What follows belongs to an exercise in optimizing a design on an open flow for a short achievable clock period and few clock cycles; a production flow would make more cautious choices. Function was not checked in any run shown here: the RTL went through the layout flow alone. Power is estimated from default activity; no workload was simulated.

## flow/flow/run.sh

```bash
#!/bin/bash
set -euo pipefail
bash standard.sh SETUP_SLACK_MARGIN=7 ABC_CLOCK_PERIOD_IN_PS=3000 finish > standard_flow.log 2>&1
```

## flow/standard.sh

```bash
#!/bin/bash
# synth_recipe.tcl (not shown) runs the flow's synth.tcl, then flattens the netlist and writes it again
# the make line also repeats each setting of config.mk as NAME=value (left out here)
make -C /OpenROAD-flow-scripts/flow DESIGN_CONFIG=/design/flow/config.mk WORK_HOME=/design/flow/orfs CLKGATE_MAP_FILE= SYNTH_SCRIPT=/design/flow/synth_recipe.tcl "${@:-finish}"
```

## flow/config.mk

```make
export PLATFORM = sky130hd
export DESIGN_NAME = RISCVCore
export DESIGN_NICKNAME = RISCVCore
export VERILOG_FILES = /design/flow/design.v
export SDC_FILE = /design/flow/constraint.sdc
export NUM_CORES = 4
export LEC_CHECK = 0
export CAP_MARGIN = 20
export CORE_MARGIN = 2
export CORE_UTILIZATION = 40
export SLEW_MARGIN = 20
```

## flow/constraint.sdc

```tcl
create_clock -name core_clock -period 10.0 [get_ports {CLK}]
set_input_delay 2.0000 -clock core_clock [delete_from_list [all_inputs] [get_ports {CLK}]]
set_output_delay 2.0000 -clock core_clock [all_outputs]
set_load 0.01 [all_outputs]
```

## flow/design.v

```verilog
module RISCVCore(
  input CLK,
  input rst, 
  output wire [23:0]mem_addr, 
  output wire [31:0]mem_wdata,
  output wire mem_we,
  input wire [31:0]mem_rdata, 
  output reg ebreak 
);
  reg [23:0] maddr;
  reg [31:0] mwdata;
  reg        mwe;
  assign mem_addr  = maddr;
  assign mem_wdata = mwdata;
  assign mem_we    = mwe;
  reg [31:0] fpc;             
  reg        ir_valid;
  reg [31:0] ir;
  reg [31:0] ir_pc;
  reg [31:0] ir_pc4;          
  reg        ex_valid;
  reg [31:0] ex_a, ex_b;      
  reg [31:0] ex_aa, ex_ai;    
  reg [4:0]  ex_sh;           
  reg [31:0] ex_sd;           
  reg [31:0] ex_pre;          
  reg [31:0] ex_tgt;          
  reg [31:0] ex_ft;           
  reg        ex_slot;         
  reg [4:0]  ex_rd;
  reg        ex_wr;           
  reg        ex_br, ex_jalr, ex_ld, ex_st, ex_brk;
  reg [2:0]  ex_f3;
  reg        s_add, s_sub, s_sll, s_slt, s_sltu, s_xor, s_srl, s_sra, s_or, s_and, s_pre;
  localparam M_IDLE = 3'd0, M_LD0 = 3'd1, M_LDL = 3'd2, M_SRD0 = 3'd3,
             M_SWR0 = 3'd4, M_SRD1 = 3'd5, M_SWL = 3'd6;
  reg [2:0]  mstate;
  reg        m_cross;
  reg [1:0]  m_off;
  reg [2:0]  m_f3;
  reg [4:0]  m_rd;
  reg [63:0] m_sd;            
  reg [7:0]  m_mask;          
  reg [31:0] ld_lo, ld_hi;
  reg        lwb_valid;       
  reg [4:0]  lwb_rd;
  reg        wb_valid;        
  reg [4:0]  wb_rd;
  reg [31:0] wb_val;
  reg [31:0] rf [0:31];
  wire mbusy = (mstate != M_IDLE);
  wire [31:0] sum  = ex_a + ex_b;
  wire [31:0] diff = ex_a - ex_b;
  wire        eq   = (ex_a == ex_b);
  wire        lt   = ($signed(ex_a) < $signed(ex_b));
  wire        ltu  = (ex_a < ex_b);
  wire [31:0] sll  = ex_a << ex_sh;
  wire [31:0] srl  = ex_a >> ex_sh;
  wire [31:0] sra  = $signed(ex_a) >>> ex_sh;
  wire [31:0] ex_result = ({32{s_add}}  & sum)  |
                          ({32{s_sub}}  & diff) |
                          ({32{s_sll}}  & sll)  |
                          ({32{s_slt}}  & {31'd0, lt})  |
                          ({32{s_sltu}} & {31'd0, ltu}) |
                          ({32{s_xor}}  & (ex_a ^ ex_b)) |
                          ({32{s_srl}}  & srl)  |
                          ({32{s_sra}}  & sra)  |
                          ({32{s_or}}   & (ex_a | ex_b)) |
                          ({32{s_and}}  & (ex_a & ex_b)) |
                          ({32{s_pre}}  & ex_pre);
  reg taken;
  always @(*) begin
    case (ex_f3)
      3'b000: taken = eq;
      3'b001: taken = ~eq;
      3'b100: taken = lt;
      3'b101: taken = ~lt;
      3'b110: taken = ltu;
      default: taken = ~ltu;
    endcase
  end
  wire [31:0] asum = ex_aa + ex_ai;    
  wire ex_fire  = ex_valid & ~mbusy;
  wire br_taken = ex_fire & ex_br & ~ex_slot & taken;
  wire redirect = br_taken | (ex_fire & ex_jalr);
  wire slot     = ex_fire & ex_slot;
  wire slot_t   = slot & taken;
  wire slot_n   = slot & ~taken;
  wire mem_start = ex_fire & (ex_ld | ex_st);
  wire [1:0]  a_off   = asum[1:0];
  wire        a_cross = (ex_f3[1:0] == 2'b10 && a_off != 2'b00) ||
                        (ex_f3[1:0] == 2'b01 && a_off == 2'b11);
  wire [3:0]  a_bytes = (ex_f3[1:0] == 2'b00) ? 4'b0001 :
                        (ex_f3[1:0] == 2'b01) ? 4'b0011 : 4'b1111;
  wire [63:0] ld64 = {ld_hi, ld_lo} >> {m_off, 3'b000};
  reg  [31:0] lwb_val;
  always @(*) begin
    case (m_f3)
      3'b000: lwb_val = {{24{ld64[7]}}, ld64[7:0]};
      3'b001: lwb_val = {{16{ld64[15]}}, ld64[15:0]};
      3'b100: lwb_val = {24'd0, ld64[7:0]};
      3'b101: lwb_val = {16'd0, ld64[15:0]};
      default: lwb_val = ld64[31:0];
    endcase
  end
  wire        rf_we    = wb_valid | (lwb_valid & (lwb_rd != 5'd0));
  wire [4:0]  rf_wa    = wb_valid ? wb_rd : lwb_rd;
  wire [31:0] rf_wd    = wb_valid ? wb_val : lwb_val;
  wire [6:0] op  = ir[6:0];
  wire [2:0] f3  = ir[14:12];
  wire [6:0] f7  = ir[31:25];
  wire [4:0] rd  = ir[11:7];
  wire [4:0] rs1 = ir[19:15];
  wire [4:0] rs2 = ir[24:20];
  wire [31:0] immI = {{20{ir[31]}}, ir[31:20]};
  wire [31:0] immS = {{20{ir[31]}}, ir[31:25], ir[11:7]};
  wire [31:0] immB = {{19{ir[31]}}, ir[31], ir[7], ir[30:25], ir[11:8], 1'b0};
  wire [31:0] immJ = {{11{ir[31]}}, ir[31], ir[19:12], ir[20], ir[30:21], 1'b0};
  wire [31:0] immU = {ir[31:12], 12'd0};
  wire is_opimm = (op == 7'b0010011) &&
                  ((f3 != 3'b001 && f3 != 3'b101) ||
                   (f3 == 3'b001 && f7 == 7'b0000000) ||
                   (f3 == 3'b101 && (f7 == 7'b0000000 || f7 == 7'b0100000)));
  wire is_op    = (op == 7'b0110011) &&
                  (f7 == 7'b0000000 ||
                   (f7 == 7'b0100000 && (f3 == 3'b000 || f3 == 3'b101)));
  wire is_br    = (op == 7'b1100011) && (f3 != 3'b010) && (f3 != 3'b011);
  wire is_jal   = (op == 7'b1101111);
  wire is_jalr  = (op == 7'b1100111) && (f3 == 3'b000);
  wire is_ld    = (op == 7'b0000011) && (f3 != 3'b011) && (f3 != 3'b110) && (f3 != 3'b111);
  wire is_st    = (op == 7'b0100011) && (f3 == 3'b000 || f3 == 3'b001 || f3 == 3'b010);
  wire is_lui   = (op == 7'b0110111);
  wire is_auipc = (op == 7'b0010111);
  wire is_brk   = (ir == 32'h00100073);
  wire is_alu   = is_opimm | is_op;
  wire is_addr  = is_ld | is_st | is_jalr;
  wire uses1 = ~(is_lui | is_auipc | is_jal);
  wire uses2 = is_op | is_br | is_st;
  wire hazard = ex_valid & ex_ld & (ex_rd != 5'd0) &
                ((uses1 & (rs1 == ex_rd)) | (uses2 & (rs2 == ex_rd)));
  wire byp1_ex = ex_valid & ex_wr & (ex_rd == rs1);
  wire byp2_ex = ex_valid & ex_wr & (ex_rd == rs2);
  wire [31:0] rf1 = (rs1 == 5'd0) ? 32'd0 :
                    (rf_we && rf_wa == rs1) ? rf_wd : rf[rs1];
  wire [31:0] rf2 = (rs2 == 5'd0) ? 32'd0 :
                    (rf_we && rf_wa == rs2) ? rf_wd : rf[rs2];
  wire [31:0] rv1 = byp1_ex ? ex_result : rf1;
  wire [31:0] rv2 = byp2_ex ? ex_result : rf2;
  wire [31:0] pc_b    = ir_pc + immB;
  wire [31:0] pc_u    = {ir_pc[31:12] + ir[31:12], ir_pc[11:0]};
  wire [31:0] jal_tgt = ir_pc + immJ;
  wire        jalr_fast = (rs1 == 5'd0) | (byp1_ex & s_pre);
  wire [31:0] jalr_tgt  = ((rs1 == 5'd0) ? 32'd0 : ex_pre) + immI;
  wire [31:0] id_tgt    = is_jal ? jal_tgt : jalr_tgt;
  wire id_go   = ir_valid & ~mbusy & ~hazard;                   
  wire id_adv  = id_go & ~redirect & ~slot_t;
  wire id_jump = id_go & (is_jal | (is_jalr & jalr_fast));      
  wire ir_free = ~ir_valid | (~hazard & ~id_jump);               
  wire ir_load = ~mbusy & (~ir_valid | ~hazard);
  wire slot_go = is_br & ir[31];                                 
  wire [31:0] fpc4 = fpc + 32'd4;
  wire [31:0] fpc_seq  = id_jump ? id_tgt :
                         (id_go & slot_go) ? pc_b :
                         ir_free ? fpc4 : fpc;
  wire [31:0] fpc_slot = taken ? fpc4 : id_jump ? id_tgt : ex_ft;
  wire [31:0] fpc_next = slot ? fpc_slot :
                         (ex_fire & ex_jalr) ? asum :
                         br_taken ? ex_tgt : fpc_seq;
  reg [2:0]  mstate_n;
  reg [23:0] maddr_n;
  reg        mwe_n;
  always @(*) begin
    mstate_n = mstate;
    maddr_n  = maddr;
    mwe_n    = mwe;
    case (mstate)
      M_IDLE: begin
        if (mem_start) begin
          maddr_n = asum[25:2];
          if (ex_ld) begin
            mstate_n = a_cross ? M_LD0 : M_LDL;
          end else if (ex_f3[1:0] == 2'b10 && a_off == 2'b00) begin
            mwe_n    = 1'b1;
            mstate_n = M_SWL;
          end else begin
            mstate_n = M_SRD0;
          end
        end else begin
          maddr_n = fpc_next[25:2];
        end
      end
      M_LD0: begin
        maddr_n  = maddr + 24'd1;
        mstate_n = M_LDL;
      end
      M_LDL: begin
        mstate_n = M_IDLE;
        maddr_n  = fpc[25:2];
      end
      M_SRD0: begin
        mwe_n    = 1'b1;
        mstate_n = m_cross ? M_SWR0 : M_SWL;
      end
      M_SWR0: begin
        mwe_n    = 1'b0;
        maddr_n  = maddr + 24'd1;
        mstate_n = M_SRD1;
      end
      M_SRD1: begin
        mwe_n    = 1'b1;
        mstate_n = M_SWL;
      end
      default: begin  
        mwe_n    = 1'b0;
        mstate_n = M_IDLE;
        maddr_n  = fpc[25:2];
      end
    endcase
  end
  always @(posedge CLK) begin
    if (rst) begin
      maddr     <= 24'd0;
      mwe       <= 1'b0;
      fpc       <= 32'd0;
      ir_valid  <= 1'b0;
      ex_valid  <= 1'b0;
      mstate    <= M_IDLE;
      lwb_valid <= 1'b0;
      wb_valid  <= 1'b0;
      ebreak    <= 1'b0;
    end else begin
      maddr     <= maddr_n;
      mwe       <= mwe_n;
      mstate    <= mstate_n;
      if (!mbusy) begin
        ir_valid <= slot_t | ~(redirect | slot_n | id_jump);
        fpc      <= fpc_next;
        ex_valid <= id_adv;
      end
      if ((ex_fire & ex_brk) | (id_adv & is_brk & ~(ex_valid & ex_st)))
        ebreak <= 1'b1;
      wb_valid  <= ex_fire & ex_wr;
      lwb_valid <= (mstate == M_LDL);
    end
  end
  always @(posedge CLK) begin
    if (ir_load) begin
      ir    <= mem_rdata;
      ir_pc <= fpc;
      ir_pc4 <= fpc4;
    end
    if (!mbusy) begin
      ex_a     <= rv1;
      ex_b     <= (is_op | is_br) ? rv2 : immI;
      ex_aa    <= is_addr ? rv1 : 32'd0;
      ex_ai    <= is_st ? immS : immI;
      ex_sh    <= is_op ? rv2[4:0] : ir[24:20];
      ex_sd    <= rv2;
      ex_pre   <= is_lui ? immU : is_auipc ? pc_u : ir_pc4;
      ex_tgt   <= pc_b;
      ex_ft    <= fpc4;
      ex_slot  <= slot_go & ~slot_n;
      ex_rd    <= rd;
      ex_wr    <= (is_alu | is_lui | is_auipc | is_jal | is_jalr) & (rd != 5'd0);
      ex_br    <= is_br;
      ex_jalr  <= is_jalr & ~jalr_fast;
      ex_ld    <= is_ld;
      ex_st    <= is_st;
      ex_brk   <= is_brk;
      ex_f3    <= f3;
      s_add    <= is_alu & (f3 == 3'b000) & ~(is_op & ir[30]);
      s_sub    <= is_alu & (f3 == 3'b000) &  (is_op & ir[30]);
      s_sll    <= is_alu & (f3 == 3'b001);
      s_slt    <= is_alu & (f3 == 3'b010);
      s_sltu   <= is_alu & (f3 == 3'b011);
      s_xor    <= is_alu & (f3 == 3'b100);
      s_srl    <= is_alu & (f3 == 3'b101) & ~ir[30];
      s_sra    <= is_alu & (f3 == 3'b101) &  ir[30];
      s_or     <= is_alu & (f3 == 3'b110);
      s_and    <= is_alu & (f3 == 3'b111);
      s_pre    <= ~is_alu;
    end
    wb_rd  <= ex_rd;
    wb_val <= ex_result;
    case (mstate)
      M_IDLE: begin
        if (mem_start) begin
          m_cross <= a_cross;
          m_off   <= a_off;
          m_f3    <= ex_f3;
          m_rd    <= ex_rd;
          m_sd    <= {32'd0, ex_sd} << {a_off, 3'b000};
          m_mask  <= {4'd0, a_bytes} << a_off;
          mwdata  <= ex_sd;
        end
      end
      M_LD0: ld_lo <= mem_rdata;
      M_LDL: begin
        if (m_cross) ld_hi <= mem_rdata;
        else         ld_lo <= mem_rdata;
        lwb_rd <= m_rd;
      end
      M_SRD0:
        mwdata <= {m_mask[3] ? m_sd[31:24] : mem_rdata[31:24],
                   m_mask[2] ? m_sd[23:16] : mem_rdata[23:16],
                   m_mask[1] ? m_sd[15:8]  : mem_rdata[15:8],
                   m_mask[0] ? m_sd[7:0]   : mem_rdata[7:0]};
      M_SRD1:
        mwdata <= {m_mask[7] ? m_sd[63:56] : mem_rdata[31:24],
                   m_mask[6] ? m_sd[55:48] : mem_rdata[23:16],
                   m_mask[5] ? m_sd[47:40] : mem_rdata[15:8],
                   m_mask[4] ? m_sd[39:32] : mem_rdata[7:0]};
      default: ;
    endcase
  end
  always @(posedge CLK) begin
    if (rf_we)
      rf[rf_wa] <= rf_wd;
  end
endmodule
```

==> flow_metrics.tcl, run 1 <==
set metrics [dict create \
    status "timing/DRC/antenna clean" \
    reg.largest.list "rf x1024, m_sd x56" \
    end_kind "register" \
    yosysMostFrequentCell "edfxtp_1" \
    dpl.cell_count 9621 \
    port_buffers 91 \
    leakagePower_uw 0.0400 \
    synth_compound_area_share_pct 10.8 \
    htreeDepth 4 \
    synthMuxAreaShare_pct 19.9 \
    ys_types 107 \
    cts_buffer_depth 3 \
    yosysTopAreaCell "edfxtp_1" \
    yosys.area_share.simple_pct 7.97 \
    core_area_um2 228000 \
    synth_edf_count 1552 \
    clockPowerShare_pct 16.8 \
    max_freq_ghz 0.235 \
    synth_warnings 1 \
    grt_usage_pct 31.1 \
    grt.overflow.total 0 \
    design.die.area_um2 233000 \
    synth-seq-area-share_pct 53.3 \
    cts_tree "done" \
    tightest_slew_ns 1.12 \
    crit_arrival_ns 4.94 \
    vias 69611 \
    comb_power_share_pct 57.0 \
    drive_above_1_share_pct 35.4 \
    grt_pass1_vias 66607 \
    avgSynthCellArea_um2 13.5 \
    viasPerCell 6.62 \
    pwr-share-seq_pct 26.3 \
    synth_commonest_cells "edfxtp_1 (1,552), mux4_2 (689), nand2_1 (511)" \
    hold_viol 0 \
    synth_top_area_share_pct 50.8 \
    wl_per_cell_um 35.4 \
    synth_flop_cell "edfxtp_1" \
    synthTopCellsByArea "edfxtp_1 (51%), mux4_2 (17%), ha_1 (3.0%), dfxtp_1 (2.4%), mux2i_1 (2.4%)" \
    die_w_um 483 \
    antenna_found_initial 18 \
    rsz0062_at_grt "yes" \
    num_io_pins 92 \
    setup.worst_path.start_class "register" \
    synthCells 6813 \
    finalSetupTns_ns 0 \
    yosys.area_share.adder_pct 3.11 \
    syn2layout_area_growth_pct 24.6 \
    row_count 175 \
    clkTransAtPathRegs_ns 0.06 \
    instances_no_fill 10512 \
    crit_required_ns 10.69 \
    numCtsBuffers 178 \
    hold_slack_ns 0.419 \
    ir_drop_mv 0.247 \
    grt_max_degree 71 \
    drtIter0Drc 10612 \
    hold_path_class "reg -> reg" \
    syn_nets 7071 \
    swShare_pct 43.9 \
    post-route-period-util_pct 42.5 \
    crit_type "reg -> reg" \
    cts_root_buf "clkbuf_16" \
    syn_area_um2 91700 \
    grt_pass1_wl_mm 513 \
    finalCriticalPeriod_ns 4.25 \
    fin_worst_skew_ns 0.0855 \
    nNetsFinal 7611 \
    ant_nets 0 \
    hpwl_mm 228 \
    initial_utilization_pct 40.3 \
    synth_xor_area_share_pct 2.05 \
    die_y_um 483 \
    setup_violations 0 \
    numClockSinks 1664 \
    largest-register "rf" \
    cap_viol_max_count 0 \
    wl_mm 372 \
    synth_top_family_by_area "multiplexers" \
    p_int_uw 22400 \
    power_density_nw_per_um2 350 \
    gp_congestion 1.00 \
    largest_reg_flops 1024 \
    clk_latency_ns 0.87 \
    dr.pass1.iters 8 \
    ys_seq_elements 1664 \
    max_slew_margin_pct 24.9 \
    slew_violations 0 \
    drc_errors 0 \
    async_flop_share_pct 0 \
    worst-path-max-fanout 9 \
    power.switching_uw 17600 \
]
-- stage by stage --
step                area [um2]  setup slack, ns  total power [uW]  util, %
CTS                     111000             5.80             37800     48.8
global placement         97000             4.68             26700     42.6
floorplan                92800             6.23             20600        -
global route            114000             5.66             41100     50.2
detailed placement       97000             4.57             26800     42.6
finish                  114000             5.75             40000     50.2
-- routing by layer --
| metal | track usage, % | share of wire (%) |
|---|---|---|
| met1 | 39.8 | 36 |
| met2 | 48.7 | 46 |
| met3 | 6.48 | 10 |
| met4 | 18.8 | 7.5 |
| met5 | 0 | 0.012 |
-- cell families (layout without fill, tap and decap cells) --
logic type,after synthesis,after routing
adder cells (fa/ha/maj),224,224
flip-flops,1664,1664
XOR/XNOR,215,215
multiplexers,959,959
other,0,3
buffers and inverters,669,1344
AO/OA/AOI/OAI,1510,1517
AND/OR/NAND/NOR,1572,1577
-- final cells by class --
class,count,area (um2)
fill,19223,113000
timing repair inverter,18,176
timing repair buffer,801,8730
tap,3009,3760
multi-input combinational,4492,45900
clock inverter,94,1050
antenna,3,7.51
clock buffer,233,4790
inverter,198,865
sequential,1664,49000
-- power groups by stage --
stage | clock network [uW] | logic [uW] | registers [uW]
2_1_floorplan | 0 | 10700 | 9890
3_3_place_gp | 0 | 15800 | 10900
3_5_place_dp | 0 | 15900 | 10900
4_1_cts | 6760 | 20500 | 10500
5_1_grt | 7030 | 23500 | 10500
6_report | 6700 | 22800 | 10500
-- critical path, cell delays in order, from the launching register on --
cell,delay [ns]
edfxtp_1,0.51
nor3_4,0.26
buf_6,0.16
nand2_8,0.09
and2_4,0.20
ha_4,0.23
a21o_1,0.17
or3_4,0.38
o211ai_1,0.17
buf_4,0.16
a21oi_4,0.07
nor2b_1,0.25
mux2i_1,0.24
nand3_1,0.29
nand2_1,0.22
a211oi_2,0.08
a221oi_1,0.28
o31a_1,0.22
a21oi_1,0.07
-- path summary, 6_finish.rpt --
check                                 end  startpoint  cells past startpoint  slack (ns)
worst max-delay path              fpc[14]      ir[17]                     18        5.75
worst min-delay path            lwb_rd[1]     m_rd[1]                      0        0.42
worst max register to register    fpc[14]      ir[17]                     18        5.75
worst min register to register  lwb_rd[1]     m_rd[1]                      0        0.42
-- timing repair --
| item | in CTS | in global routing |
|---|---|---|
| resized for setup | 1228 | 327 |
| endpoints found under the setup margin | 2245 | 1028 |
| setup buffers | 347 | 144 |
| gates cloned | 52 | 16 |
| pin swaps | 262 | 181 |
| hold buffers | 0 | 0 |
-- layout by cell type, fill, tap and decap left out, types with 86 or more instances in the layout --
cell / count
inv_1: 157
nand3_1: 95
nor2_1: 394
mux2i_1: 207
a21oi_2: 86
o21ai_0: 260
a21oi_1: 286
clkbuf_16: 190
nand2_1: 439
xnor2_1: 125
ha_1: 158
buf_6: 196
buf_4: 411
mux4_2: 689
edfxtp_1: 1552
==> inputs of run 2 (changes only) <==
--- a/flow/design.v
+++ b/flow/design.v
@@ -7,3 +7,3 @@
   input wire [31:0]mem_rdata, 
-  output reg ebreak 
+  output wire ebreak 
 );
@@ -14,3 +14,7 @@
   assign mem_wdata = mwdata;
-  assign mem_we    = mwe;
+  reg  rst_q, rst_qq;
+  wire boot = rst_q & rst_qq & ~rst;
+  reg  ebreak_r;
+  assign ebreak = ebreak_r & ~rst_q;
+  assign mem_we = mwe & ~rst_q;
   reg [31:0] fpc;             
@@ -51,7 +55,45 @@
   wire mbusy = (mstate != M_IDLE);
-  wire [31:0] sum  = ex_a + ex_b;
-  wire [31:0] diff = ex_a - ex_b;
-  wire        eq   = (ex_a == ex_b);
-  wire        lt   = ($signed(ex_a) < $signed(ex_b));
-  wire        ltu  = (ex_a < ex_b);
+  function [31:0] ks_add;
+    input [31:0] a;
+    input [31:0] b;
+    input        cin;
+    reg   [31:0] g, p, gg, pp;
+    integer i, d;
+    begin
+      g = a & b;
+      p = a ^ b;
+      gg = g;
+      gg[0] = g[0] | (p[0] & cin);
+      pp = p;
+      for (d = 1; d < 32; d = d * 2)
+        for (i = 31; i >= d; i = i - 1) begin
+          gg[i] = gg[i] | (pp[i] & gg[i - d]);
+          pp[i] = pp[i] & pp[i - d];
+        end
+      ks_add = p ^ {gg[30:0], cin};
+    end
+  endfunction
+  function [1:0] cmp_tree;
+    input [31:0] a;
+    input [31:0] b;
+    reg   [31:0] l, e;
+    integer i, w;
+    begin
+      l = ~a & b;
+      e = ~(a ^ b);
+      for (w = 1; w < 32; w = w * 2)
+        for (i = 0; i < 32; i = i + 2 * w) begin
+          l[i] = l[i + w] | (e[i + w] & l[i]);
+          e[i] = e[i + w] & e[i];
+        end
+      cmp_tree = {l[0], e[0]};
+    end
+  endfunction
+  wire [31:0] sum  = ks_add(ex_a, ex_b, 1'b0);
+  wire [31:0] diff = ks_add(ex_a, ~ex_b, 1'b1);
+  wire [1:0]  cu   = cmp_tree(ex_a, ex_b);
+  wire [1:0]  cs   = cmp_tree({~ex_a[31], ex_a[30:0]}, {~ex_b[31], ex_b[30:0]});
+  wire        eq   = cu[0];
+  wire        lt   = cs[1];
+  wire        ltu  = cu[1];
   wire [31:0] sll  = ex_a << ex_sh;
@@ -81,3 +123,3 @@
   end
-  wire [31:0] asum = ex_aa + ex_ai;    
+  wire [31:0] asum = ks_add(ex_aa, ex_ai, 1'b0);    
   wire ex_fire  = ex_valid & ~mbusy;
@@ -152,3 +194,4 @@
   wire        jalr_fast = (rs1 == 5'd0) | (byp1_ex & s_pre);
-  wire [31:0] jalr_tgt  = ((rs1 == 5'd0) ? 32'd0 : ex_pre) + immI;
+  wire [31:0] jalr_sum  = ks_add(ex_pre, immI, 1'b0);
+  wire [31:0] jalr_tgt  = (rs1 == 5'd0) ? immI : jalr_sum;
   wire [31:0] id_tgt    = is_jal ? jal_tgt : jalr_tgt;
@@ -164,6 +207,8 @@
                          ir_free ? fpc4 : fpc;
-  wire [31:0] fpc_slot = taken ? fpc4 : id_jump ? id_tgt : ex_ft;
-  wire [31:0] fpc_next = slot ? fpc_slot :
-                         (ex_fire & ex_jalr) ? asum :
-                         br_taken ? ex_tgt : fpc_seq;
+  wire [31:0] fpc_nt   = slot ? (id_jump ? id_tgt : ex_ft) :
+                         (ex_fire & ex_jalr) ? asum : fpc_seq;
+  wire [31:0] fpc_tk   = ex_slot ? fpc4 : ex_tgt;
+  wire        brt      = ex_fire & ex_br & taken;
+  wire [31:0] fpc_next = brt ? fpc_tk : fpc_nt;
+  wire [23:0] maddr_nt = mem_start ? asum[25:2] : fpc_nt[25:2];
   reg [2:0]  mstate_n;
@@ -177,4 +222,4 @@
       M_IDLE: begin
+        maddr_n = brt ? fpc_tk[25:2] : maddr_nt;
         if (mem_start) begin
-          maddr_n = asum[25:2];
           if (ex_ld) begin
@@ -187,4 +232,2 @@
           end
-        end else begin
-          maddr_n = fpc_next[25:2];
         end
@@ -220,7 +263,9 @@
   always @(posedge CLK) begin
-    if (rst) begin
-      maddr     <= 24'd0;
+    rst_q  <= rst;
+    rst_qq <= rst_q;
+    if (rst_q) begin
+      maddr     <= {23'd0, boot};
       mwe       <= 1'b0;
-      fpc       <= 32'd0;
-      ir_valid  <= 1'b0;
+      fpc       <= {29'd0, boot, 2'b00};
+      ir_valid  <= boot;
       ex_valid  <= 1'b0;
@@ -229,3 +274,3 @@
       wb_valid  <= 1'b0;
-      ebreak    <= 1'b0;
+      ebreak_r  <= 1'b0;
     end else begin
@@ -240,3 +285,3 @@
       if ((ex_fire & ex_brk) | (id_adv & is_brk & ~(ex_valid & ex_st)))
-        ebreak <= 1'b1;
+        ebreak_r <= 1'b1;
       wb_valid  <= ex_fire & ex_wr;
==> flow/flow/run.sh (replaced) <==
#!/bin/bash
# The standard layout (standard.sh), with two settings changed:
#  - Yosys leaves adders to ABC instead of mapping them onto full-adder
#    cells (ADDER_MAP_FILE empty); registers are untouched.
set -euo pipefail
bash standard.sh SETUP_SLACK_MARGIN=7 ADDER_MAP_FILE= finish > standard_flow.log 2>&1
==> flow_metrics.tcl, run 2 <==
set metrics [dict create \
    status "timing/DRC/antenna clean" \
    drtIter0Drc 11055 \
    num_io_pins 92 \
    crit_chain "nor2b_4 > maj3_2 > maj3_2 > maj3_2 > a21oi_2 > maj3_2 > or2_4 > a31oi_4 > or3_4 > a31o_4 > buf_4 > a31oi_4 > o221ai_1 > a221oi_1" \
    crit_top_cell "maj3_2" \
    synth_flop_cell "edfxtp_1" \
    final_common_cell "edfxtp_1" \
    nFillCells 18705 \
    crit_required_ns 10.71 \
    row_count 175 \
    multi_input_area_um2 45400 \
    synth_warnings 1 \
    grt_pass1_vias 67445 \
    drc_errors 0 \
    synthTopCellsByArea "edfxtp_1 (51%), mux4_2 (16%), mux2i_1 (3.0%), xnor2_1 (2.5%), dfxtp_1 (2.4%)" \
    hold_path_class "reg -> reg" \
    syn_area_um2 91200 \
    wl_per_cell_um 34.8 \
    synth_edf_count 1555 \
    die_w_um 481 \
    cp-startpoint "ex_b[24]" \
    crit_slowest_cell "edfxtp_1" \
    ant_nets 0 \
    synth-seq-area-share_pct 53.7 \
    clk_latency_ns 0.87 \
    fin_worst_skew_ns 0.0917 \
    syn2layout_area_growth_pct 27.9 \
    hold_slack_ns 0.418 \
    final_cell_mix "edfxtp_1 (1,555), mux4_2 (658), buf_4 (594), nand2_1 (511), nor2_1 (351)" \
    max_slew_margin_pct 23.7 \
    cp_top_family "compound AO/OA/AOI/OAI gates" \
    worst-path-max-fanout 5 \
    min_from "m_rd[3]" \
    yosysMostFrequentCell "edfxtp_1" \
    synth_top_area_share_pct 51.2 \
    critPathCapture "maddr[20]" \
    largest_reg_flops 1024 \
    grt_max_degree 109 \
    path_depth 14 \
    crit_arrival_ns 4.81 \
    reg2reg_depth 14 \
    core_area_um2 227000 \
    reg2reg_slack_ns 5.90 \
    dr.pass1.iters 9 \
    setup.worst_path.start_class "register" \
    r2r-end "maddr[20]" \
    numCtsBuffers 178 \
    antenna_found_initial 8 \
    tightest_slew_ns 1.14 \
    crit_type "reg -> reg" \
    cts_root_buf "clkbuf_16" \
    ir_drop_mv 0.295 \
    yosysTopAreaCell "edfxtp_1" \
    htreeDepth 4 \
    grt.overflow.total 0 \
    grt_pass1_wl_mm 515 \
    reg2reg_from "ex_b[24]" \
    max_freq_ghz 0.244 \
    setup_violations 0 \
    numClockSinks 1666 \
    rsz0062_at_grt "yes" \
    largest-register "rf" \
    viasPerCell 6.64 \
    drive_above_1_share_pct 38.3 \
    nNetsFinal 7590 \
    regArea_um2 49000 \
    leakagePower_uw 0.0400 \
    die_y_um 481 \
    hpwl_mm 220 \
    synthCells 6879 \
    cts_hold_buffers 0 \
    finalCriticalPeriod_ns 4.10 \
    cap_viol_max_count 0 \
    clkTransAtPathRegs_ns 0.06 \
    end_kind "register" \
    wl_mm 373 \
    setup_ws_ns 5.90 \
    ys_types 109 \
    vias 71114 \
    finalSetupTns_ns 0 \
    synth_commonest_cells "edfxtp_1 (1,555), mux4_2 (658), nand2_1 (553)" \
    hold_viol 0 \
    port_buffers 91 \
    reg.largest.list "rf x1024, m_sd x56" \
    syn_nets 6913 \
    cts_tree "done" \
    cts_buffer_depth 3 \
    avgSynthCellArea_um2 13.3 \
    grt_usage_pct 31.2 \
    gp_congestion 0.979 \
    cpPeakStageDelay_ns 0.42 \
    pre_cts_ws_ns 4.73 \
    dpl_cell_area_um2 95900 \
    initial_utilization_pct 40.2 \
    critPathBufInv 1 \
    post-route-period-util_pct 41.0 \
    power_density_nw_per_um2 386 \
    ys_seq_elements 1666 \
    stdcell_area_um2 117000 \
    async_flop_share_pct 0 \
    design.die.area_um2 232000 \
    slew_violations 0 \
]
-- run 2: cell types whose count changed after synthesis, moves of 62 or more --
cell / delta
xnor2_1: +112
a21oi_1: -62
ha_1: -217
clkbuf_1: +83
maj3_1: +65
-- run 2: worst reg2reg max path, stage by stage, from the launching register on --
cell and delay (ns):
edfxtp_1 0.42, nor2b_4 0.15, maj3_2 0.31, maj3_2 0.33, maj3_2 0.32, a21oi_2 0.12
maj3_2 0.27, or2_4 0.22, a31oi_4 0.13, or3_4 0.39, a31o_4 0.31, buf_4 0.16
a31oi_4 0.26, o221ai_1 0.19, a221oi_1 0.37
-- run 2: logic make-up after synthesis --
family / synth area share [%]
muxes: 20.2
DFF: 53.7
xor gates and xnor gates: 3.44
and+or+nand+nor: 8.18
buffers and inverters: 3.07
adders and majority gates: 0.874
AOI/OAI and AO/OA: 10.6
-- run 2: how the worst min path moves through the flow --
stage	to	slack, ns	cells after the start
6_report	lwb_rd[3]	0.42	0
5_1_grt	lwb_rd[1]	0.43	0
3_5_place_dp	lwb_rd[3]	0.40	0
2_1_floorplan	rst_qq	0.33	0
4_1_cts	lwb_rd[3]	0.42	0
3_3_place_gp	lwb_rd[4]	0.40	0
-- run 2: through the flow --
stage	power (uW)	util (%)	cells
final	45000	51.3	10717
after global routing	46200	51.3	10717
after CTS	42500	49.8	10491
after detailed placement	29700	42.2	9568
after global placement	29600	42.2	9567
after floorplan	23000	-	6879
-- run 2: per-layer routing --
metal  up-vias  track usage [%]  part of all wire, %
met4         2             18.8                  7.4
li1      28667                -                    -
met2      5016             49.0                   46
met3      1148             5.82                   10
met1     36281             40.1                   36
met5         -                0               0.0032
-- run 2: where the power goes --
part	internal, uW	switching (uW)
combinational	11500	15100
clock	3950	2970
sequential	9840	1650
-- run 2: layout make-up --
class | count | share of cell area, %
antenna | 2 | 0.00429
clock buffer | 220 | 4.05
timing repair inverter | 16 | 0.105
sequential | 1666 | 42.1
tap | 3009 | 3.23
timing repair buffer | 1046 | 9.90
multi-input combinational | 4501 | 38.9
inverter | 147 | 0.556
clock inverter | 110 | 1.16
-- run 2: repair_timing --
action,in CTS,in global routing
pin swaps,260,231
cloned,80,14
gates resized for setup,1400,373
endpoints found under the setup margin,2344,996
setup buffers,513,209
==> inputs of run 3 (changes only) <==
--- a/flow/design.v
+++ b/flow/design.v
@@ -28,2 +28,4 @@
   reg [4:0]  ex_sh;           
+  reg [31:0] ex_sa;           
+  reg [31:0] ex_ca, ex_cb;    
   reg [31:0] ex_sd;           
@@ -93,4 +95,4 @@
   wire [31:0] diff = ks_add(ex_a, ~ex_b, 1'b1);
-  wire [1:0]  cu   = cmp_tree(ex_a, ex_b);
-  wire [1:0]  cs   = cmp_tree({~ex_a[31], ex_a[30:0]}, {~ex_b[31], ex_b[30:0]});
+  wire [1:0]  cu   = cmp_tree(ex_ca, ex_cb);
+  wire [1:0]  cs   = cmp_tree({~ex_ca[31], ex_ca[30:0]}, {~ex_cb[31], ex_cb[30:0]});
   wire        eq   = cu[0];
@@ -98,5 +100,5 @@
   wire        ltu  = cu[1];
-  wire [31:0] sll  = ex_a << ex_sh;
-  wire [31:0] srl  = ex_a >> ex_sh;
-  wire [31:0] sra  = $signed(ex_a) >>> ex_sh;
+  wire [31:0] sll  = ex_sa << ex_sh;
+  wire [31:0] srl  = ex_sa >> ex_sh;
+  wire [31:0] sra  = $signed(ex_sa) >>> ex_sh;
   wire [31:0] ex_result = ({32{s_add}}  & sum)  |
@@ -178,2 +180,4 @@
   wire is_addr  = is_ld | is_st | is_jalr;
+  wire is_shift = is_alu & (f3[1:0] == 2'b01);
+  wire is_cmp   = is_br | (is_alu & (f3[2:1] == 2'b01));
   wire uses1 = ~(is_lui | is_auipc | is_jal);
@@ -299,2 +303,5 @@
       ex_b     <= (is_op | is_br) ? rv2 : immI;
+      ex_sa    <= is_shift ? rv1 : 32'd0;
+      ex_ca    <= is_cmp ? rv1 : 32'd0;
+      ex_cb    <= is_cmp ? ((is_op | is_br) ? rv2 : immI) : 32'd0;
       ex_aa    <= is_addr ? rv1 : 32'd0;
==> flow_metrics.tcl, run 3 <==
set metrics [dict create \
    status "timing/DRC/antenna clean" \
    die_y_um 493 \
    vias 72656 \
    async_flop_share_pct 0 \
    crit_type "reg -> reg" \
    synthCells 7172 \
    final_common_cell "edfxtp_1" \
    synth_commonest_cells "edfxtp_1 (1,651), mux4_2 (715), nor2_1 (583)" \
    initial_utilization_pct 40.2 \
    crit_arrival_ns 4.85 \
    drive_above_1_share_pct 35.8 \
    port_buffers 91 \
    core_area_um2 238000 \
    pre_cts_ws_ns 4.76 \
    drtIter0Drc 11003 \
    setup_ws_ns 5.88 \
    hold_viol 0 \
    critPathCapture "maddr[5]" \
    wl_mm 374 \
    worst-path-max-fanout 6 \
    synthTopCellsByArea "edfxtp_1 (52%), mux4_2 (17%), xnor2_1 (2.5%), dfxtp_1 (2.3%), nor2_1 (2.3%)" \
    largest-register "rf" \
    synth-seq-area-share_pct 54.2 \
    htreeDepth 4 \
    drc_errors 0 \
    viasPerCell 6.59 \
    num_io_pins 92 \
    avgSynthCellArea_um2 13.3 \
    final_cell_mix "edfxtp_1 (1,651), mux4_2 (715), nand2_1 (491), nor2_1 (452), buf_4 (428)" \
    reg2reg_from "ex_cb[31]" \
    finalCriticalPeriod_ns 4.12 \
    yosysMostFrequentCell "edfxtp_1" \
    gp_congestion 0.972 \
    cts_tree "done" \
    synth_top_area_share_pct 51.8 \
    power_density_nw_per_um2 178 \
    numCtsBuffers 183 \
    rsz0062_at_grt "yes" \
    cts_root_buf "clkbuf_16" \
    ir_drop_mv 0.190 \
    setup_violations 0 \
    ys_seq_elements 1762 \
    numClockSinks 1762 \
    multi_input_area_um2 46200 \
    synth_flop_cell "edfxtp_1" \
    syn2layout_area_growth_pct 24.4 \
    fin_worst_skew_ns 0.103 \
    die_w_um 493 \
    r2r-end "maddr[5]" \
    setup.worst_path.start_class "register" \
    tightest_slew_ns 1.18 \
    cap_viol_max_count 0 \
    design.die.area_um2 243000 \
    hold_path_class "reg -> reg" \
    end_kind "register" \
    grt_max_degree 90 \
    largest_reg_flops 1024 \
    finalSetupTns_ns 0 \
    synth_warnings 1 \
    cts_buffer_depth 3 \
    ant_nets 0 \
    syn_area_um2 95600 \
    clkTransAtPathRegs_ns 0.06 \
    max_freq_ghz 0.243 \
    nNetsFinal 7730 \
    nFillCells 19828 \
    cp-startpoint "ex_cb[31]" \
    syn_nets 7206 \
    hpwl_mm 223 \
    clk_latency_ns 0.88 \
    leakagePower_uw 0.0407 \
    regArea_um2 51900 \
    reg.largest.list "rf x1024, m_sd x56" \
    reg2reg_depth 14 \
    yosysTopAreaCell "edfxtp_1" \
    grt.overflow.total 0 \
    grt_pass1_wl_mm 521 \
    crit_required_ns 10.72 \
    ys_types 106 \
    antenna_found_initial 12 \
    grt_usage_pct 29.7 \
    reg2reg_slack_ns 5.88 \
    wl_per_cell_um 34.0 \
    row_count 179 \
    post-route-period-util_pct 41.2 \
    dr.pass1.iters 26 \
    slew_violations 0 \
    synth_edf_count 1651 \
    grt_pass1_vias 69838 \
    max_slew_margin_pct 20.7 \
]
==> run 3: cell types whose count changed in the layout (fill, tap and decap cells not counted), sizes merged, moves of 31 or more <==
cell    before   now
mux2i      272   193
mux4       658   715
buf        985   815
nor2       422   587
edfxtp    1555  1651
o21ai      347   302
nand2      555   524
==> run 3: area by class of cell <==
cell class / instances / share of cell area [%]
clock inverter: 97 / 0.905
antenna: 5 / 0.0105
timing repair inverter: 19 / 0.120
timing repair buffer: 876 / 8.27
sequential: 1762 / 43.7
inverter: 189 / 0.711
multi-input combinational: 4665 / 38.9
clock buffer: 244 / 4.11
tap: 3167 / 3.33
==> run 3: layer usage <==
layer / GRT usage [%] / up-vias / routed length [um]
met4: 15.7 / 12 / 25000
li1: - / 29358 / -
met1: 38.0 / 37033 / 135000
met2: 47.3 / 5111 / 173000
met3: 6.69 / 1142 / 41900
met5: 0 / - / 77
==> run 3: what timing repair did <==
action / 4_1_cts / 5_1_grt
gates resized for setup: 1264 / 500
hold buffers: 0 / 0
setup endpoints to repair: 2510 / 1434
pin swaps: 252 / 273
cloned: 58 / 14
buffers inserted: 417 / 151
==> run 3: worst max-delay path, stage by stage, from the launching register on <==
cell,delay (ns)
edfxtp_1,0.48
xor2_4,0.26
or4_4,0.46
and4b_2,0.39
nand3_2,0.13
nor4_4,0.32
o22ai_2,0.16
xor2_4,0.21
a21o_1,0.26
or3_4,0.40
buf_12,0.15
clkbuf_16,0.16
o311ai_2,0.34
a21oi_1,0.14
o21a_1,0.13
==> run 3: power breakdown <==
part,internal (uW),total [uW],switching (uW)
combinational,2330,5330,3000
sequential,8430,8910,482
clock,3830,6910,3080
total,14600,21100,6560
==> run 3: worst min path at each step <==
stage	startpoint	to	slack (ns)	cells after the start
finish	m_rd[2]	lwb_rd[2]	0.42	0
global route	m_rd[2]	lwb_rd[2]	0.43	0
CTS	m_rd[4]	lwb_rd[4]	0.42	0
detailed placement	m_rd[4]	lwb_rd[4]	0.40	0
global placement	m_rd[4]	lwb_rd[4]	0.40	0
floorplan	rst_q	rst_qq	0.35	0
==> run 3: logic make-up after synthesis <==
family          count (synthesis)  synth area share, %
buf+inv                       751                 3.04
xor+xnor                      396                 3.63
compound gates               1411                 9.87
fa+ha+maj                      74                0.780
mux                           995                 19.9
flops                        1762                 54.2
simple gates                 1783                 8.63
==> run 3: through the flow <==
stage	instances	power [uW]	instance area, um2	utilization, %	hold slack [ns]
after floorplan	7172	11300	96200	-	0.350
after global placement	10035	12700	100000	42.2	0.404
after detailed placement	10037	12700	100000	42.2	0.405
after CTS	10853	20600	115000	48.5	0.419
after global routing	11021	21700	119000	50.0	0.429
final	11024	21100	119000	50.0	0.418
==> inputs of run 4 (changes only) <==
--- a/flow/flow/run.sh
+++ b/flow/flow/run.sh
@@ -5,2 +5,2 @@
 set -euo pipefail
-bash standard.sh SETUP_SLACK_MARGIN=7 ADDER_MAP_FILE= finish > standard_flow.log 2>&1
+bash standard.sh SETUP_SLACK_MARGIN=7 ADDER_MAP_FILE= CORE_UTILIZATION=60 PLACE_DENSITY=0.72 finish > standard_flow.log 2>&1
==> flow_metrics.tcl, run 4 <==
set metrics [dict create \
    crit_arrival_ns 4.63 \
    initial_utilization_pct 60.4 \
    setup.worst_path.start_class "register" \
    hpwl_mm 219 \
    ys_types 106 \
    grt_pass1_wl_mm 562 \
    ys_seq_elements 1762 \
    synth_top_family_by_area "multiplexers" \
    cts_hold_buffers 0 \
    synthCells 7172 \
    die_w_um 403 \
    reg2reg_depth 15 \
    leakagePower_uw 0.0417 \
    viasPerCell 7.87 \
    num_io_pins 92 \
    slew_violations 0 \
    syn2layout_area_growth_pct 25.0 \
    avgSynthCellArea_um2 13.3 \
    synth_top_area_share_pct 51.8 \
    end_kind "register" \
    rsz0062_at_grt "yes" \
    wl_per_cell_um 41.0 \
    core_area_um2 158000 \
    ir_drop_mv 0.227 \
    synthMuxAreaShare_pct 19.9 \
    cts_root_buf "clkbuf_16" \
    regArea_um2 51900 \
    design.die.area_um2 163000 \
    synth_commonest_cells "edfxtp_1 (1,651), mux4_2 (715), nor2_1 (583)" \
    largest-register "rf" \
    hold_viol 0 \
    row_count 146 \
    final_cell_mix "edfxtp_1 (1,651), mux4_2 (715), buf_4 (565), nand2_1 (495), nor2_1 (457)" \
    instances_no_fill 10059 \
    die_y_um 403 \
    numClockSinks 1762 \
    holdPathStages 0 \
    async_flop_share_pct 0 \
    synth_compound_area_share_pct 9.87 \
    numCtsBuffers 181 \
    hold_path_class "reg -> reg" \
    finalSetupTns_ns 0 \
    multi_input_area_um2 46800 \
    cap_viol_max_count 0 \
    max_slew_margin_pct 12.7 \
    ant_nets 0 \
    yosys.area_share.adder_pct 0.780 \
    largest_reg_flops 1024 \
    yosys.area_share.simple_pct 8.63 \
    status "timing/DRC/antenna clean" \
    htreeDepth 4 \
    synth_edf_count 1651 \
    power_density_nw_per_um2 180 \
    drive_above_1_share_pct 38.0 \
    grt_pass1_vias 75196 \
    synth_warnings 1 \
    grt.overflow.total 0 \
    antenna_found_initial 13 \
    synthTopCellsByArea "edfxtp_1 (52%), mux4_2 (17%), xnor2_1 (2.5%), dfxtp_1 (2.3%), nor2_1 (2.3%)" \
    drc_errors 0 \
    dpl.cell_count 8945 \
    tightest_slew_ns 1.30 \
    grt_max_degree 76 \
    grt_usage_pct 49.2 \
    nFillCells 9023 \
    drtIter0Drc 15151 \
    wl_mm 412 \
    post-route-period-util_pct 40.3 \
    reg.largest.list "rf x1024, m_sd x56" \
    clk_latency_ns 0.89 \
    vias 79204 \
    syn_nets 7206 \
    nNetsFinal 7859 \
    dr.pass1.iters 14 \
    cts_buffer_depth 3 \
    port_buffers 91 \
    worst-path-max-fanout 8 \
    final_common_cell "edfxtp_1" \
    finalCriticalPeriod_ns 4.03 \
    max_freq_ghz 0.248 \
    synth_xor_area_share_pct 3.63 \
    crit_type "reg -> reg" \
    yosysMostFrequentCell "edfxtp_1" \
    synth-seq-area-share_pct 54.2 \
    setup_violations 0 \
    clkTransAtPathRegs_ns 0.07 \
    crit_required_ns 10.60 \
    fin_worst_skew_ns 0.0619 \
    syn_area_um2 95600 \
    gp_congestion 1.03 \
    yosysTopAreaCell "edfxtp_1" \
    synth_flop_cell "edfxtp_1" \
    cts_tree "done" \
]
==> run 4: worst paths after layout <==
check,startpoint,endpoint,slack (ns)
worst max register to register,ex_a[19],ex_sa[29],5.97
worst min register to register,m_rd[4],lwb_rd[4],0.43
worst min-delay path,m_rd[4],lwb_rd[4],0.43
worst max-delay path,ex_a[19],ex_sa[29],5.97
==> run 4: repair_timing <==
action                                  4_1_cts  5_1_grt
buffers inserted                            479      193
pin swaps                                   321      261
gates cloned                                 83       12
endpoints found under the setup margin     2423     1594
resized for setup                          1385      495
==> run 4: critical path: stages (launching register included) <==
cell and delay (ns):
edfxtp_1 0.56, buf_4 0.23, nor2b_1 0.09, nor2_1 0.45, nand2_1 0.21, nor4_2 0.28, nand4_1 0.22, buf_4 0.19
a31oi_4 0.17, o211ai_1 0.12, buf_4 0.21, mux2i_4 0.20, o2111ai_4 0.27, a22oi_2 0.33, buf_6 0.20, nor2_1 0.05
==> run 4: layer usage <==
metal  share of wire [%]  global-route usage [%]  routed length, um  up-vias
met5                0.10                   0.803                413        -
met4                  11                    42.9              46900       26
met3                  15                    17.4              63700     2616
met2                  43                    72.7             178000     8487
met1                  30                    57.2             123000    38469
li1                    -                       -                  -    29606
==> run 4: through the flow <==
stage / utilization (%) / area, um2 / setup slack, ns / hold WS (ns) / power [uW]
after floorplan: - / 96200 / 6.03 / 0.350 / 11300
after global placement: 62.4 / 98900 / 3.44 / 0.400 / 12700
after detailed placement: 62.5 / 98900 / 4.40 / 0.405 / 12800
after CTS: 73.0 / 116000 / 6.14 / 0.423 / 20600
after global routing: 75.4 / 119000 / 5.92 / 0.428 / 21800
final: 75.4 / 119000 / 5.97 / 0.427 / 21600
==> run 4: power breakdown <==
part / leakage [uW] / switching, uW / internal [uW]
Combinational: 0.0219 / 3210 / 2390
Sequential: 0.0170 / 547 / 8430
Clock: 0.00286 / 3160 / 3830
Total: 0.0417 / 6920 / 14600
==> run 4: logic make-up after synthesis <==
group           after synthesis
fa+ha+maj                    74
compound gates             1411
simple gates               1783
flops                      1762
mux                         995
xor+xnor                    396
buf+inv                     751
==> run 4: final cells by class <==
type	count	share of cell area, %
Sequential cell	1762	43.4
Multi-Input combinational cell	4663	39.2
Timing Repair Buffer	1007	9.41
Clock buffer	237	4.10
Tap cell	2072	2.17
Clock inverter	97	0.846
Inverter	189	0.713
Timing Repair inverter	21	0.134
Antenna cell	11	0.0230
==> inputs of run 5 (changes only) <==
--- a/flow/design.v
+++ b/flow/design.v
@@ -9,3 +9,5 @@
 );
-  reg [23:0] maddr;
+  reg [23:0] maddr_a, maddr_b;
+  reg        psel;
+  wire [23:0] maddr = psel ? maddr_b : maddr_a;
   reg [31:0] mwdata;
@@ -19,3 +21,4 @@
   assign mem_we = mwe & ~rst_q;
-  reg [31:0] fpc;             
+  reg [31:0] fpc_a, fpc_b;    
+  wire [31:0] fpc = psel ? fpc_b : fpc_a;
   reg        ir_valid;
@@ -207,3 +210,5 @@
   wire slot_go = is_br & ir[31];                                 
-  wire [31:0] fpc4 = fpc + 32'd4;
+  wire [31:0] fpc_a4 = fpc_a + 32'd4;
+  wire [31:0] fpc_b4 = fpc_b + 32'd4;
+  wire [31:0] fpc4 = psel ? fpc_b4 : fpc_a4;
   wire [31:0] fpc_seq  = id_jump ? id_tgt :
@@ -215,3 +220,2 @@
   wire        brt      = ex_fire & ex_br & taken;
-  wire [31:0] fpc_next = brt ? fpc_tk : fpc_nt;
   wire [23:0] maddr_nt = mem_start ? asum[25:2] : fpc_nt[25:2];
@@ -222,3 +226,3 @@
     mstate_n = mstate;
-    maddr_n  = maddr;
+    maddr_n  = maddr_a;
     mwe_n    = mwe;
@@ -226,3 +230,3 @@
       M_IDLE: begin
-        maddr_n = brt ? fpc_tk[25:2] : maddr_nt;
+        maddr_n = maddr_nt;
         if (mem_start) begin
@@ -239,3 +243,3 @@
       M_LD0: begin
-        maddr_n  = maddr + 24'd1;
+        maddr_n  = maddr_a + 24'd1;
         mstate_n = M_LDL;
@@ -252,3 +256,3 @@
         mwe_n    = 1'b0;
-        maddr_n  = maddr + 24'd1;
+        maddr_n  = maddr_a + 24'd1;
         mstate_n = M_SRD1;
@@ -270,5 +274,6 @@
     if (rst_q) begin
-      maddr     <= {23'd0, boot};
+      maddr_a   <= {23'd0, boot};
+      psel      <= 1'b0;
       mwe       <= 1'b0;
-      fpc       <= {29'd0, boot, 2'b00};
+      fpc_a     <= {29'd0, boot, 2'b00};
       ir_valid  <= boot;
@@ -280,3 +285,3 @@
     end else begin
-      maddr     <= maddr_n;
+      maddr_a   <= maddr_n;
       mwe       <= mwe_n;
@@ -285,3 +290,4 @@
         ir_valid <= slot_t | ~(redirect | slot_n | id_jump);
-        fpc      <= fpc_next;
+        fpc_a    <= fpc_nt;
+        psel     <= brt;
         ex_valid <= id_adv;
@@ -295,2 +301,6 @@
   always @(posedge CLK) begin
+    if (!mbusy) begin
+      fpc_b   <= fpc_tk;
+      maddr_b <= fpc_tk[25:2];
+    end
     if (ir_load) begin
==> flow_metrics.tcl, run 5 <==
set metrics [dict create \
    nNetsFinal 7990 \
    antenna_found_initial 18 \
    reg2reg_depth 10 \
    synth_warnings 1 \
    yosysTopAreaCell "edfxtp_1" \
    synth_commonest_cells "edfxtp_1 (1,683), mux4_2 (710), nor2_1 (591)" \
    syn2layout_area_growth_pct 24.8 \
    fin_worst_skew_ns 0.0949 \
    synth_top_area_share_pct 52.0 \
    drc_errors 0 \
    reg.largest.list "rf x1024, m_sd x56" \
    cts_tree "done" \
    num_io_pins 92 \
    pre_cts_ws_ns 4.36 \
    yosysMostFrequentCell "edfxtp_1" \
    clk_latency_ns 0.92 \
    cts_root_buf "clkbuf_16" \
    worst-path-max-fanout 4 \
    cap_viol_max_count 0 \
    synth_edf_count 1683 \
    synthTopCellsByArea "edfxtp_1 (52%), mux4_2 (16%), xnor2_1 (2.5%), mux2i_1 (2.4%), dfxtp_1 (2.3%)" \
    synthCells 7328 \
    final_cell_mix "edfxtp_1 (1,683), mux4_2 (710), nand2_1 (508), buf_4 (490), nor2_1 (479)" \
    die_y_um 407 \
    ys_seq_elements 1795 \
    largest-register "rf" \
    r2r-end "maddr_a[4]" \
    synth-seq-area-share_pct 54.3 \
    cts_buffer_depth 3 \
    hold_slack_ns 0.408 \
    max_slew_margin_pct 7.65 \
    tightest_slew_ns 1.39 \
    dr.pass1.iters 8 \
    hold_end "lwb_rd[1]" \
    grt.overflow.total 0 \
    power_density_nw_per_um2 186 \
    wl_per_cell_um 39.9 \
    syn_area_um2 97200 \
    wl_mm 411 \
    hold_path_class "reg -> reg" \
    ir_drop_mv 0.263 \
    hold_viol 0 \
    end_kind "register" \
    post-route-period-util_pct 42.6 \
    slew_violations 0 \
    final_common_cell "edfxtp_1" \
    largest_reg_flops 1024 \
    reg2reg_from "ex_aa[1]" \
    reg2reg_slack_ns 5.74 \
    status "timing/DRC/antenna clean" \
    vias 79755 \
    setup_violations 0 \
    syn_nets 7362 \
    core_area_um2 161000 \
    ant_nets 0 \
    port_buffers 91 \
    drive_above_1_share_pct 36.9 \
    async_flop_share_pct 0 \
    synth_flop_cell "edfxtp_1" \
    initial_utilization_pct 60.5 \
    instances_no_fill 10287 \
    rsz0062_at_grt "yes" \
    numClockSinks 1795 \
    stdcell_area_um2 121000 \
    viasPerCell 7.75 \
    finalSetupTns_ns 0 \
    hpwl_mm 218 \
    ys_types 110 \
    setup.worst_path.start_class "register" \
    holdPathStages 0 \
    min_from "m_rd[1]" \
    numCtsBuffers 187 \
    htreeDepth 4 \
    dpl.cell_count 9202 \
    clkTransAtPathRegs_ns 0.06 \
    grt_max_degree 80 \
    grt_pass1_vias 74336 \
    cts_hold_buffers 0 \
    drtIter0Drc 14586 \
    max_freq_ghz 0.235 \
    die_w_um 407 \
    design.die.area_um2 165000 \
    avgSynthCellArea_um2 13.3 \
    grt_pass1_wl_mm 551 \
    grt_usage_pct 47.5 \
    gp_congestion 1.06 \
    row_count 147 \
    crit_arrival_ns 5.05 \
    setup_ws_ns 5.74 \
    crit_type "reg -> reg" \
    crit_required_ns 10.79 \
    leakagePower_uw 0.0425 \
    dpl_cell_area_um2 101000 \
    finalCriticalPeriod_ns 4.26 \
]
-- run 5: changes by cell type after synthesis, sizes merged, moves of 16 or more --
cell | before | now
nand2 | 524 | 562
a221oi | 43 | 27
xor2 | 122 | 98
nand2b | 95 | 67
edfxtp | 1651 | 1683
o21ai | 302 | 355
mux2i | 193 | 230
mux2 | 87 | 120
inv | 185 | 229
o31ai | 35 | 63
-- run 5: kinds of logic (layout without fill, tap and decap cells) --
kind of cell    count (synthesis)  after routing  synth area share, %
simple gates                 1824           1825                 8.69
flops                        1795           1795                 54.3
compound gates               1414           1423                 9.55
mux                          1060           1060                 20.2
buf+inv                       784           1564                 3.10
xor+xnor                      374            374                 3.37
fa+ha+maj                      77             77                0.802
other cells                     0              9                    0
-- run 5: stage by stage --
step | util, % | total power (uW)
2_1_floorplan | - | 11900
3_3_place_gp | 62.7 | 13400
3_5_place_dp | 62.7 | 13400
4_1_cts | 72.4 | 21500
5_1_grt | 75.5 | 22900
6_report | 75.5 | 22600
-- run 5: what timing repair did --
action / in CTS / in global routing
gates cloned: 81 / 24
resized for setup: 1247 / 571
setup endpoints to repair: 2890 / 1761
pin swaps: 331 / 309
setup buffers: 371 / 248
-- run 5: final cells by class --
class,count,area [um2]
Inverter,234,1000
Multi-Input combinational cell,4759,47500
Clock buffer,227,4990
Antenna cell,9,22.5
Clock inverter,124,1340
Fill cell,9278,39400
Timing Repair Buffer,959,10800
Sequential cell,1795,52800
Timing Repair inverter,20,154
Tap cell,2160,2700
-- run 5: per-layer routing --
metal / up-vias / global-route usage (%) / part of all wire [%]
met1: 38667 / 57.1 / 30
met4: 16 / 39.6 / 11
met5: - / 0.0892 / 0.022
met3: 2483 / 14.5 / 15
li1: 30019 / - / -
met2: 8570 / 70.5 / 44
-- run 5: how the worst max path moves through the flow --
stage / end / start / depth (start not counted) / slack (ns)
after floorplan: mem_addr[13] / psel / 8 / 6.43
after detailed placement: maddr_a[18] / mstate[0] / 9 / 4.36
final: maddr_a[4] / ex_aa[1] / 10 / 5.74
after global routing: maddr_a[4] / ex_aa[1] / 10 / 5.82
after CTS: maddr_a[18] / ir[27] / 15 / 5.96
after global placement: maddr_a[18] / mstate[0] / 9 / 4.51
-- run 5: critical path, stage by stage (launching register included) --
cell and delay [ns]:
edfxtp_1 0.60, a21oi_1 0.31, o31ai_2 0.15, maj3_2 0.44, maj3_1 0.44, maj3_1 0.41, xor2_1 0.80, a21oi_1 0.33
a211oi_1 0.30, o21ai_1 0.18, a211oi_2 0.24
-- run 5: report_power, final --
part,switching [uW],internal [uW]
Sequential,623,8700
Clock,3250,4160
Combinational,3410,2480
==> inputs of run 6 (changes only) <==
--- a/flow/design.v
+++ b/flow/design.v
@@ -60,45 +60,7 @@
   wire mbusy = (mstate != M_IDLE);
-  function [31:0] ks_add;
-    input [31:0] a;
-    input [31:0] b;
-    input        cin;
-    reg   [31:0] g, p, gg, pp;
-    integer i, d;
-    begin
-      g = a & b;
-      p = a ^ b;
-      gg = g;
-      gg[0] = g[0] | (p[0] & cin);
-      pp = p;
-      for (d = 1; d < 32; d = d * 2)
-        for (i = 31; i >= d; i = i - 1) begin
-          gg[i] = gg[i] | (pp[i] & gg[i - d]);
-          pp[i] = pp[i] & pp[i - d];
-        end
-      ks_add = p ^ {gg[30:0], cin};
-    end
-  endfunction
-  function [1:0] cmp_tree;
-    input [31:0] a;
-    input [31:0] b;
-    reg   [31:0] l, e;
-    integer i, w;
-    begin
-      l = ~a & b;
-      e = ~(a ^ b);
-      for (w = 1; w < 32; w = w * 2)
-        for (i = 0; i < 32; i = i + 2 * w) begin
-          l[i] = l[i + w] | (e[i + w] & l[i]);
-          e[i] = e[i + w] & e[i];
-        end
-      cmp_tree = {l[0], e[0]};
-    end
-  endfunction
-  wire [31:0] sum  = ks_add(ex_a, ex_b, 1'b0);
-  wire [31:0] diff = ks_add(ex_a, ~ex_b, 1'b1);
-  wire [1:0]  cu   = cmp_tree(ex_ca, ex_cb);
-  wire [1:0]  cs   = cmp_tree({~ex_ca[31], ex_ca[30:0]}, {~ex_cb[31], ex_cb[30:0]});
-  wire        eq   = cu[0];
-  wire        lt   = cs[1];
-  wire        ltu  = cu[1];
+  wire [31:0] sum  = ex_a + ex_b;
+  wire [31:0] diff = ex_a - ex_b;
+  wire        eq   = (ex_ca == ex_cb);
+  wire        lt   = ($signed(ex_ca) < $signed(ex_cb));
+  wire        ltu  = (ex_ca < ex_cb);
   wire [31:0] sll  = ex_sa << ex_sh;
@@ -128,3 +90,3 @@
   end
-  wire [31:0] asum = ks_add(ex_aa, ex_ai, 1'b0);    
+  wire [31:0] asum = ex_aa + ex_ai;    
   wire ex_fire  = ex_valid & ~mbusy;
@@ -201,3 +163,3 @@
   wire        jalr_fast = (rs1 == 5'd0) | (byp1_ex & s_pre);
-  wire [31:0] jalr_sum  = ks_add(ex_pre, immI, 1'b0);
+  wire [31:0] jalr_sum  = ex_pre + immI;
   wire [31:0] jalr_tgt  = (rs1 == 5'd0) ? immI : jalr_sum;
==> flow/flow/run.sh (replaced) <==
#!/bin/bash

# Synthesis is the standard one, unchanged. The full tool output goes to
# standard_flow.log in this folder.
set -euo pipefail
bash standard.sh SETUP_SLACK_MARGIN=7 finish > standard_flow.log 2>&1
==> flow_metrics.tcl, run 6 <==
set metrics [dict create \
    synth_compound_area_share_pct 10.3 \
    cap_viol_max_count 0 \
    post-route-period-util_pct 40.4 \
    leakagePower_uw 0.0437 \
    hpwl_mm 229 \
    crit_required_ns 10.53 \
    drc_errors 0 \
    drive_above_1_share_pct 37.2 \
    die_y_um 499 \
    initial_utilization_pct 40.3 \
    cts_tree "done" \
    hold_path_class "reg -> reg" \
    syn_area_um2 98100 \
    core_area_um2 243000 \
    comb_power_share_pct 57.5 \
    yosysTopAreaCell "edfxtp_1" \
    reg2reg_from "ex_b[0]" \
    power.switching_uw 19700 \
    synth_warnings 1 \
    ys_types 111 \
    ys_seq_elements 1795 \
    nNetsFinal 8110 \
    clk_latency_ns 0.89 \
    gp_congestion 1.00 \
    min_from "m_rd[2]" \
    synth_flop_cell "edfxtp_1" \
    max_slew_margin_pct 26.0 \
    rsz0062_at_grt "yes" \
    vias 73164 \
    yosysMostFrequentCell "edfxtp_1" \
    num_io_pins 92 \
    synth-seq-area-share_pct 53.8 \
    r2r-end "ex_aa[24]" \
    final_cell_mix "edfxtp_1 (1,683), mux4_2 (711), nand2_1 (429), buf_4 (401), nor2_1 (383)" \
    reg2reg_slack_ns 5.96 \
    finalSetupTns_ns 0 \
    tightest_slew_ns 1.11 \
    largest-register "rf" \
    numCtsBuffers 190 \
    clockPowerShare_pct 16.3 \
    pwr-share-seq_pct 26.2 \
    max_freq_ghz 0.247 \
    largest_reg_flops 1024 \
    die_w_um 499 \
    drtIter0Drc 10405 \
    status "timing/DRC/antenna clean" \
    grt_max_degree 182 \
    yosys.area_share.simple_pct 7.55 \
    cts_root_buf "clkbuf_16" \
    hold_viol 0 \
    htreeDepth 4 \
    syn_nets 7510 \
    setup_violations 0 \
    fin_worst_skew_ns 0.0978 \
    synth_top_area_share_pct 51.5 \
    clkTransAtPathRegs_ns 0.07 \
    ir_drop_mv 0.361 \
    synth_edf_count 1683 \
    crit_type "reg -> reg" \
    numClockSinks 1795 \
    setup.worst_path.start_class "register" \
    wl_per_cell_um 34.3 \
    p_int_uw 25400 \
    end_kind "register" \
    row_count 181 \
    antenna_found_initial 8 \
    worst-path-max-fanout 4 \
    slew_violations 0 \
    synth_top_family_by_area "multiplexers" \
    synthTopCellsByArea "edfxtp_1 (52%), mux4_2 (16%), ha_1 (3.1%), mux2i_1 (2.5%), dfxtp_1 (2.3%)" \
    finalCriticalPeriod_ns 4.04 \
    instances_no_fill 11196 \
    yosys.area_share.adder_pct 3.27 \
    wl_mm 384 \
    dr.pass1.iters 8 \
    port_buffers 91 \
    stdcell_area_um2 123000 \
    design.die.area_um2 249000 \
    power_density_nw_per_um2 366 \
    synthMuxAreaShare_pct 19.8 \
    async_flop_share_pct 0 \
    holdPathStages 0 \
    grt_usage_pct 29.8 \
    cts_buffer_depth 3 \
    avgSynthCellArea_um2 13.6 \
    dpl_cell_area_um2 103000 \
    grt_pass1_wl_mm 531 \
    grt_pass1_vias 70752 \
    dpl.cell_count 10221 \
    reg.largest.list "rf x1024, m_sd x56" \
    post-route-util_pct 50.7 \
    swShare_pct 43.7 \
    final_common_cell "edfxtp_1" \
    crit_arrival_ns 4.57 \
    synth_commonest_cells "edfxtp_1 (1,683), mux4_2 (711), nor2_1 (539)" \
    ant_nets 0 \
    reg2reg_depth 15 \
    hold_end "lwb_rd[2]" \
    grt.overflow.total 0 \
    syn2layout_area_growth_pct 25.8 \
    viasPerCell 6.53 \
    synth_xor_area_share_pct 2.05 \
    synthCells 7224 \
]
-- run 6: cell types whose count changed in the layout (fill, tap and decap cells not counted), sizes merged, moves of 31 or more --
cell,before,now
a21o,22,83
buf,890,821
ha,0,245
inv,224,313
maj3,77,0
mux2,120,80
nand2,562,474
nor2,592,540
o22ai,55,20
o31ai,63,24
xnor2,276,163
xor2,98,67
-- run 6: metal layers --
layer  track usage (%)  part of all wire, %
met5                 0               0.0029
met4              17.7                  7.2
met3              6.11                   10
met2              46.8                   46
met1              38.3                   37
-- run 6: cell families after synthesis --
kind of cell	count (synthesis)
AOI/OAI and AO/OA	1512
xor gates and xnor gates	230
adders and majority gates	252
buffers and inverters	802
DFF	1795
muxes	1041
and+or+nand+nor	1592
-- run 6: power groups by stage --
stage	logic [uW]	registers (uW)	clock network, uW
after floorplan	12200	11200	0
after global placement	18300	12100	0
after detailed placement	18400	12100	0
after CTS	23800	11800	7400
after global routing	26900	11900	7670
final	26000	11800	7340
-- run 6: per-stage QoR --
stage               setup WS (ns)  power [uW]  hold slack (ns)
floorplan                    5.54       23400            0.371
global placement             4.67       30400            0.402
detailed placement           4.78       30500            0.406
CTS                          5.95       43000            0.420
global route                 5.91       46500            0.428
finish                       5.96       45200            0.420
-- run 6: worst max path at each step --
stage / startpoint / end / slack, ns / cells past startpoint
3_5_place_dp: ex_sh[0] / ex_ca[20] / 4.78 / 11
5_1_grt: ex_b[0] / ex_aa[24] / 5.91 / 15
3_3_place_gp: ex_sh[2] / ex_cb[8] / 4.67 / 9
6_report: ex_b[0] / ex_aa[24] / 5.96 / 15
4_1_cts: psel / mem_addr[23] / 5.95 / 4
2_1_floorplan: ir[31] / ir[0] / 5.54 / 8
-- run 6: layout make-up --
class | instances | area, um2
fillers | 20027 | 120000
diodes | 4 | 10.0
multi-input cells | 4632 | 48800
clock inverters | 109 | 1300
repair buffers | 871 | 9970
inverters | 320 | 1290
well taps | 3202 | 4010
flip-flops and latches | 1795 | 52800
clock buffers | 249 | 5110
repair inverters | 14 | 109
-- run 6: repair_timing --
item                                     CTS  global route
hold endpoints to repair                   0             0
endpoints found under the setup margin  2445          1099
gates resized for setup                 1542           442
pin swaps                                394           295
cloned                                    65             8
setup buffers                            414           125
hold buffers                               0             0
-- run 6: worst max-delay path: stages (launching register included) --
cell	delay, ns
edfxtp_1	0.49
ha_4	0.22
fa_2	0.39
a211oi_4	0.25
o21bai_1	0.10
a21o_1	0.24
a2111oi_4	0.30
buf_4	0.21
nor2_4	0.07
a31oi_4	0.25
mux2i_1	0.12
a221oi_2	0.35
o21ai_4	0.18
a22oi_2	0.28
buf_12	0.19
nor2_1	0.06

==> port drivers added, routing unchanged <==
Ports are ideal in the flow. The routed layouts listed here were re-timed in OpenROAD.
Step 1 assumes that a clkbuf_16 drives the clock port and a buf_2 every other input.
Step 2 adds t to the input delays and takes it off the output delays; t is the mean of the earliest and latest rising clock arrival at the registers after step 1. Input paths then give back, and output paths get back, about the clock's delay inside the block.
a / b / c = no drivers / after step 1 / after step 2; a / b = the first two.
run	t, ns	setup slack, ns	latest minus earliest clock arrival (ns)	slew at the worst register clock pin (ns)
run 1	0.917	5.751 / 5.751 / 5.504	0.086 / 0.086	0.07 / 0.07
run 2	0.914	5.902 / 5.902 / 5.902	0.092 / 0.092	0.07 / 0.07
run 3	0.918	5.877 / 5.877 / 5.877	0.104 / 0.104	0.07 / 0.07
run 4	0.957	5.970 / 5.970 / 5.970	0.062 / 0.063	0.08 / 0.08
run 5	0.966	5.743 / 5.743 / 5.743	0.100 / 0.099	0.07 / 0.07
run 6	0.930	5.956 / 5.888 / 5.956	0.099 / 0.098	0.07 / 0.07
After both steps every run listed still meets setup and hold. For run 1, which loses most, drivers alone change the setup slack by 0.000 ns; drivers and shift together by -0.247 ns.
